From an optimization exercise on the open Yosys and OpenROAD flow, aimed at small area, a short achievable clock period and few clock cycles; shortcuts taken in it are not production practice.
The RTL was checked by simulation tests, not by an equivalence proof against the original design.
Power figures rest on the tool's default switching activity, not on a simulated workload.

// tinyqv_top
module tinyqv_top (
    input         clk,
    input         rst_n,
    output [27:0] data_addr,
    output  [1:0] data_write_n,
    output  [1:0] data_read_n,
    output [31:0] data_out,
    input         data_ready,
    input  [31:0] data_in,
    input   [3:0] spi_data_in,
    output  [3:0] spi_data_out,
    output  [3:0] spi_data_oe,
    output        spi_clk_out,
    output        spi_flash_select,
    output        spi_ram_a_select,
    output        spi_ram_b_select
);
    wire        data_read_complete;
    wire [15:0] debug_unused;
    wire  [3:0] debug_rd;
    tinyQV i_tinyqv (
        .clk(clk),
        .rstn(rst_n),
        .data_addr(data_addr),
        .data_write_n(data_write_n),
        .data_read_n(data_read_n),
        .data_read_complete(data_read_complete),
        .data_out(data_out),
        .data_ready(data_ready),
        .data_in(data_in),
        .interrupt_req(16'd0),
        .time_pulse(1'b0),
        .spi_data_in(spi_data_in),
        .spi_data_out(spi_data_out),
        .spi_data_oe(spi_data_oe),
        .spi_clk_out(spi_clk_out),
        .spi_flash_select(spi_flash_select),
        .spi_ram_a_select(spi_ram_a_select),
        .spi_ram_b_select(spi_ram_b_select),
        .debug_instr_complete(debug_unused[0]),
        .debug_instr_ready(debug_unused[1]),
        .debug_instr_valid(debug_unused[2]),
        .debug_fetch_restart(debug_unused[3]),
        .debug_data_ready(debug_unused[4]),
        .debug_interrupt_pending(debug_unused[5]),
  ...
For scale: about 1400 flip-flops, roughly 84000 um2 of cells after synthesis.
clock: 15.0 ns
lec_check: 0
abc_area: 1
cap_margin: 20
core_margin: 2
core_utilization: 40
cts_cluster_diameter: 60
cts_cluster_size: 25
slew_margin: 20
run.sh (not shown) runs the stock make flow with config.mk's settings and CLKGATE_MAP_FILE= SYNTH_SCRIPT=/design/flow/synth_recipe.tcl, a recipe that flattens the netlist after the stock synthesis.
The starting point completed without violations.
Testbench counts at the start, summed over its fixed seeds: cycles 547,246.
Change:
==> flow/flow/run.sh (new file) <==
#!/bin/bash
# The standard layout (standard.sh: standard synthesis, then ORFS to
# finish at the design's clock period and constraints), with clock tree
# synthesis told not to add dummy loads for balancing, and timing repair
# aiming for 10.5 ns of setup slack.
set -e
export CTS_ARGS="-sink_clustering_enable -repair_clock_nets -sink_clustering_size 25 -sink_clustering_max_diameter 60 -dont_use_dummy_load"
export SETUP_SLACK_MARGIN=10.5
bash standard.sh > standard.log 2>&1
==> flow/standard.sh (new file) <==
#!/bin/bash
# synth_recipe.tcl (not shown) runs the flow's synth.tcl, then flattens the netlist and writes it again
# the make line also repeats each setting of config.mk as NAME=value (left out here)
make -C /OpenROAD-flow-scripts/flow DESIGN_CONFIG=/design/flow/config.mk WORK_HOME=/design/flow/orfs CLKGATE_MAP_FILE= SYNTH_SCRIPT=/design/flow/synth_recipe.tcl "${@:-finish}"
removed: flow/run.sh
What happened:
- The changed run produced a clean layout
- clock skew climbs by 53 ps
- clock power came out lower by 15%
- non-clock buffer count rose by 102
- power drops by about 2.8%
- clock-buffer cell count fell by 1


job 2436:
Another version of the RTL of tinyqv_top (not shown whole).
For scale: ~1400 flip-flops.
Design tinyqv_top, start of the top module:
module tinyqv_top (
    input         clk,
    input         rst_n,
    output [27:0] data_addr,
    output  [1:0] data_write_n,
    output  [1:0] data_read_n,
    output [31:0] data_out,
    input         data_ready,
    input  [31:0] data_in,
    input   [3:0] spi_data_in,
    output  [3:0] spi_data_out,
    output  [3:0] spi_data_oe,
    output        spi_clk_out,
    output        spi_flash_select,
    output        spi_ram_a_select,
    output        spi_ram_b_select
);
    wire        data_read_complete;
    wire [15:0] debug_unused;
    wire  [3:0] debug_rd;
    tinyQV i_tinyqv (
        .clk(clk),
        .rstn(rst_n),
        .data_addr(data_addr),
        .data_write_n(data_write_n),
        .data_read_n(data_read_n),
        .data_read_complete(data_read_complete),
        .data_out(data_out),
        .data_ready(data_ready),
        .data_in(data_in),
        .interrupt_req(16'd0),
        .time_pulse(1'b0),
        .spi_data_in(spi_data_in),
        .spi_data_out(spi_data_out),
        .spi_data_oe(spi_data_oe),
        .spi_clk_out(spi_clk_out),
        .spi_flash_select(spi_flash_select),
        .spi_ram_a_select(spi_ram_a_select),
        .spi_ram_b_select(spi_ram_b_select),
        .debug_instr_complete(debug_unused[0]),
        .debug_instr_ready(debug_unused[1]),
        .debug_instr_valid(debug_unused[2]),
        .debug_fetch_restart(debug_unused[3]),
        .debug_data_ready(debug_unused[4]),
        .debug_interrupt_pending(debug_unused[5]),
        .debug_branch(debug_unused[6]),
        .debug_early_branch(debug_unused[7]),
        .debug_ret(debug_unused[8]),
        .debug_reg_wen(debug_unused[9]),
        .debug_counter_0(debug_unused[10]),
        .debug_data_continue(debug_unused[11]),
        .debug_stall_txn(debug_unused[12]),
        .debug_stop_txn(debug_unused[13]),
        .debug_rd(debug_rd)
    );
    assign debug_unused[15:14] = 2'b00;
    wire _unused = &{data_read_complete, debug_unused, debug_rd, 1'b0};
endmodule
Settings: LEC_CHECK=0, ABC_AREA=1, CAP_MARGIN=20, CORE_MARGIN=2, CORE_UTILIZATION=40, CTS_CLUSTER_DIAMETER=60, CTS_CLUSTER_SIZE=25, SLEW_MARGIN=20; clock period 15.0 ns.
standard.sh (not shown) runs the stock make flow with config.mk's settings and CLKGATE_MAP_FILE= SYNTH_SCRIPT=/design/flow/synth_recipe.tcl, a recipe that flattens the netlist after the stock synthesis.
==> flow/flow/run.sh <==
#!/bin/bash
# The standard layout (standard.sh: standard synthesis, then ORFS to
# finish at the design's clock period and constraints), with clock tree
# synthesis told not to add dummy loads for balancing.
set -e
export CTS_ARGS="-sink_clustering_enable -repair_clock_nets -sink_clustering_size 25 -sink_clustering_max_diameter 60 -dont_use_dummy_load"
bash standard.sh > standard.log 2>&1
Testbench counts of job 2436, summed over its fixed seeds: cycles 547,246.
diff inputs: job 2436 => job 1468
==> flow/flow/run.sh <==
#!/bin/bash
set -e
export SETUP_SLACK_MARGIN=8.5
bash standard.sh > standard.log 2>&1
diff --git a/flow/config.mk b/flow/config.mk
--- a/flow/config.mk
+++ b/flow/config.mk
@@ -8 +7,0 @@
-export ABC_AREA = 1
[summary]
Job 1468 finished every stage and its layout cleared the timing, design-rule and antenna checks. Diff job 2436 -> job 1468: delay of the slowest cell on the worst path increased by 0.14 ns relative to the old numbers; number of tap instances decreased by about 1.8% relative to the old numbers; internal power of the cells decreased by 10% relative to the old numbers; post-route core utilization increased by 1.1 points relative to the old numbers. Diff job 2436 -> job 1468: post-route setup TNS comparable, final-layout clock buffer total now smaller, area of the placeable core now smaller, post-layout instance area now smaller.
Input-level comparison between job 1020 and job 1468:
==> flow/run.sh (new file) <==
#!/bin/bash
# synth_recipe.tcl (not shown) runs the flow's synth.tcl, then flattens the netlist and writes it again
# the make line also repeats each setting of config.mk as NAME=value (left out here)
make -C /OpenROAD-flow-scripts/flow DESIGN_CONFIG=/design/flow/config.mk WORK_HOME=/design/flow/orfs CLKGATE_MAP_FILE= SYNTH_SCRIPT=/design/flow/synth_recipe.tcl finish
diff --git a/flow/config.mk b/flow/config.mk
--- a/flow/config.mk
+++ b/flow/config.mk
@@ -7,0 +8 @@
+export ABC_AREA = 1
removed: flow/flow/run.sh
removed: flow/standard.sh
## What came out
Aggregate global-route resource usage (higher): job 1020. Max horizontal die dimension across job 1020 and job 1468: job 1020. Re setup slack: job 1020 is 0.29 ns up on job 1468. Job 1020 vs job 1468, gate count of the mapped netlist went up by 44%. Against job 1468, number of rows in the core area in job 1020 rose slightly. Looking at overall routed net length across both flows, job 1020 is the weaker of the two, with job 1468 ahead. Job 1468 went all the way through synthesis, placement and routing and the layout is clean on timing, DRC and antenna. Every stage of the flow completed for job 1020, and the final layout passed the timing, design-rule and antenna checks. The layout overhead on the synthesized area number comes out higher for job 1468 vs job 1020.


run 1:
Another version of the RTL of tinyqv_top (not shown whole).
For scale: roughly 10000 cells after synthesis, roughly 1400 flip-flops, roughly 120 I/O pins, ~83000 um^2 of cells after synthesis.
Settings: LEC_CHECK=0, ABC_AREA=1, CAP_MARGIN=20, CORE_MARGIN=2, CORE_UTILIZATION=40, CTS_CLUSTER_DIAMETER=60, CTS_CLUSTER_SIZE=25, SLEW_MARGIN=20; clock period 15.0 ns.
==> flow/flow/run.sh <==
#!/bin/bash
# The standard layout (standard.sh: standard synthesis, then ORFS to
# finish at the design's clock period and constraints), with clock tree
# synthesis told not to add dummy loads for balancing, and timing repair
# aiming for 10.5 ns of setup slack.
set -e
export CTS_ARGS="-sink_clustering_enable -repair_clock_nets -sink_clustering_size 25 -sink_clustering_max_diameter 60 -dont_use_dummy_load"
export SETUP_SLACK_MARGIN=10.5
bash standard.sh > standard.log 2>&1
Testbench counts of run 1, summed over its fixed seeds: cycles 547,246.
### run 1 -> run 2
-- flow/flow/run.sh --
<<< run 1, line 5
# aiming for 10.5 ns of setup slack.
>>> run 2, line 5
# aiming for 9 ns of setup slack.
<<< run 1, line 8
export SETUP_SLACK_MARGIN=10.5
>>> run 2, line 8
export SETUP_SLACK_MARGIN=9
==> comparison <==
- The higher total track usage came out of run 2.
- sky130_fd_sc_hd__edfxtp_1 as the cell at the slowest stage of the critical path was reported by run 1, and sky130_fd_sc_hd__dfxtp_1 by run 2.
- Relative to run 1, post-route minimum period has increased by 0.85 ns in run 2.
- The core of run 2 is less densely filled than that of run 1.
> inputs changed (run 2 -> run 3)
==> flow/run.sh (new file) <==
#!/bin/bash
# synth_recipe.tcl (not shown) runs the flow's synth.tcl, then flattens the netlist and writes it again
# the make line also repeats each setting of config.mk as NAME=value (left out here)
make -C /OpenROAD-flow-scripts/flow DESIGN_CONFIG=/design/flow/config.mk WORK_HOME=/design/flow/orfs CLKGATE_MAP_FILE= SYNTH_SCRIPT=/design/flow/synth_recipe.tcl finish
removed: flow/flow/run.sh
removed: flow/standard.sh
==> comparison <==
Run 3 completed every stage of the flow, and the final layout passed the timing, design-rule and antenna checks. Taking run 2 as the reference, in run 3 part of the power in the clock network now sits higher; total nets after synthesis comparable; final critical path time including I/O delays and setup moved up. [compare] base=run 2 new=run 3: combinational cell fraction of total power went down; maximum fanout count along the critical path shows an increase of 44; global-route usage essentially unchanged. Compared with run 2, in run 3 combinational power held steady; wire length reported by the detailed router closely matched the old numbers; final critical-path setup slack shrank by 0.079 ns. Launch point of the critical path: i_tinyqv.mem.q_ctrl.is_writing -> run 2, i_tinyqv.cpu.data_addr[26] -> run 3.

==> separate check: timing with driven ports <==
No port has a modelled driver above. Below, the same layouts with a new extraction and two added sets of constraints.
Step 1 sets driving cells, clkbuf_16 on the clock port and buf_2 on the other inputs (assumed; they add their load-dependent delay and slew).
Step 2 times the ports against the registers' clock, not the clock port: input delays grow and output delays shrink by t, the midpoint of the rising clock arrivals with the driver on.
Three values: no drivers, after step 1, after step 2; two values: the first two.
| run | t (ns) | slack for setup (ns) | latest minus earliest clock arrival (ns) | worst data-port slew with drivers (ns) |
|---|---|---|---|---|
| the first run of note 1 | 0.916 | 9.076 / 9.076 / 9.076 | 0.066 / 0.065 | 0.07 |
| the second run of note 1 | 0.864 | 10.429 / 10.344 / 9.863 | 0.140 / 0.139 | 0.06 |
| job 2436 | 0.863 | 9.064 / 9.064 / 9.064 | 0.111 / 0.110 | 0.07 |
| job 1468 | 0.883 | 8.776 / 8.776 / 8.776 | 0.106 / 0.107 | 0.08 |
| job 1020 | 0.885 | 9.061 / 9.061 / 9.061 | 0.064 / 0.064 | 0.07 |
| run 1 | 0.871 | 10.089 / 10.002 / 9.787 | 0.115 / 0.115 | 0.08 |
| run 2 | 0.870 | 9.236 / 9.154 / 9.534 | 0.094 / 0.094 | 0.07 |
| run 3 | 0.914 | 9.156 / 9.075 / 9.512 | 0.054 / 0.054 | 0.07 |
After both steps every run listed still meets setup and hold. The setup slack of the second run of note 1, which loses most, moves by -0.085 ns with the drivers and by -0.566 ns with both steps.
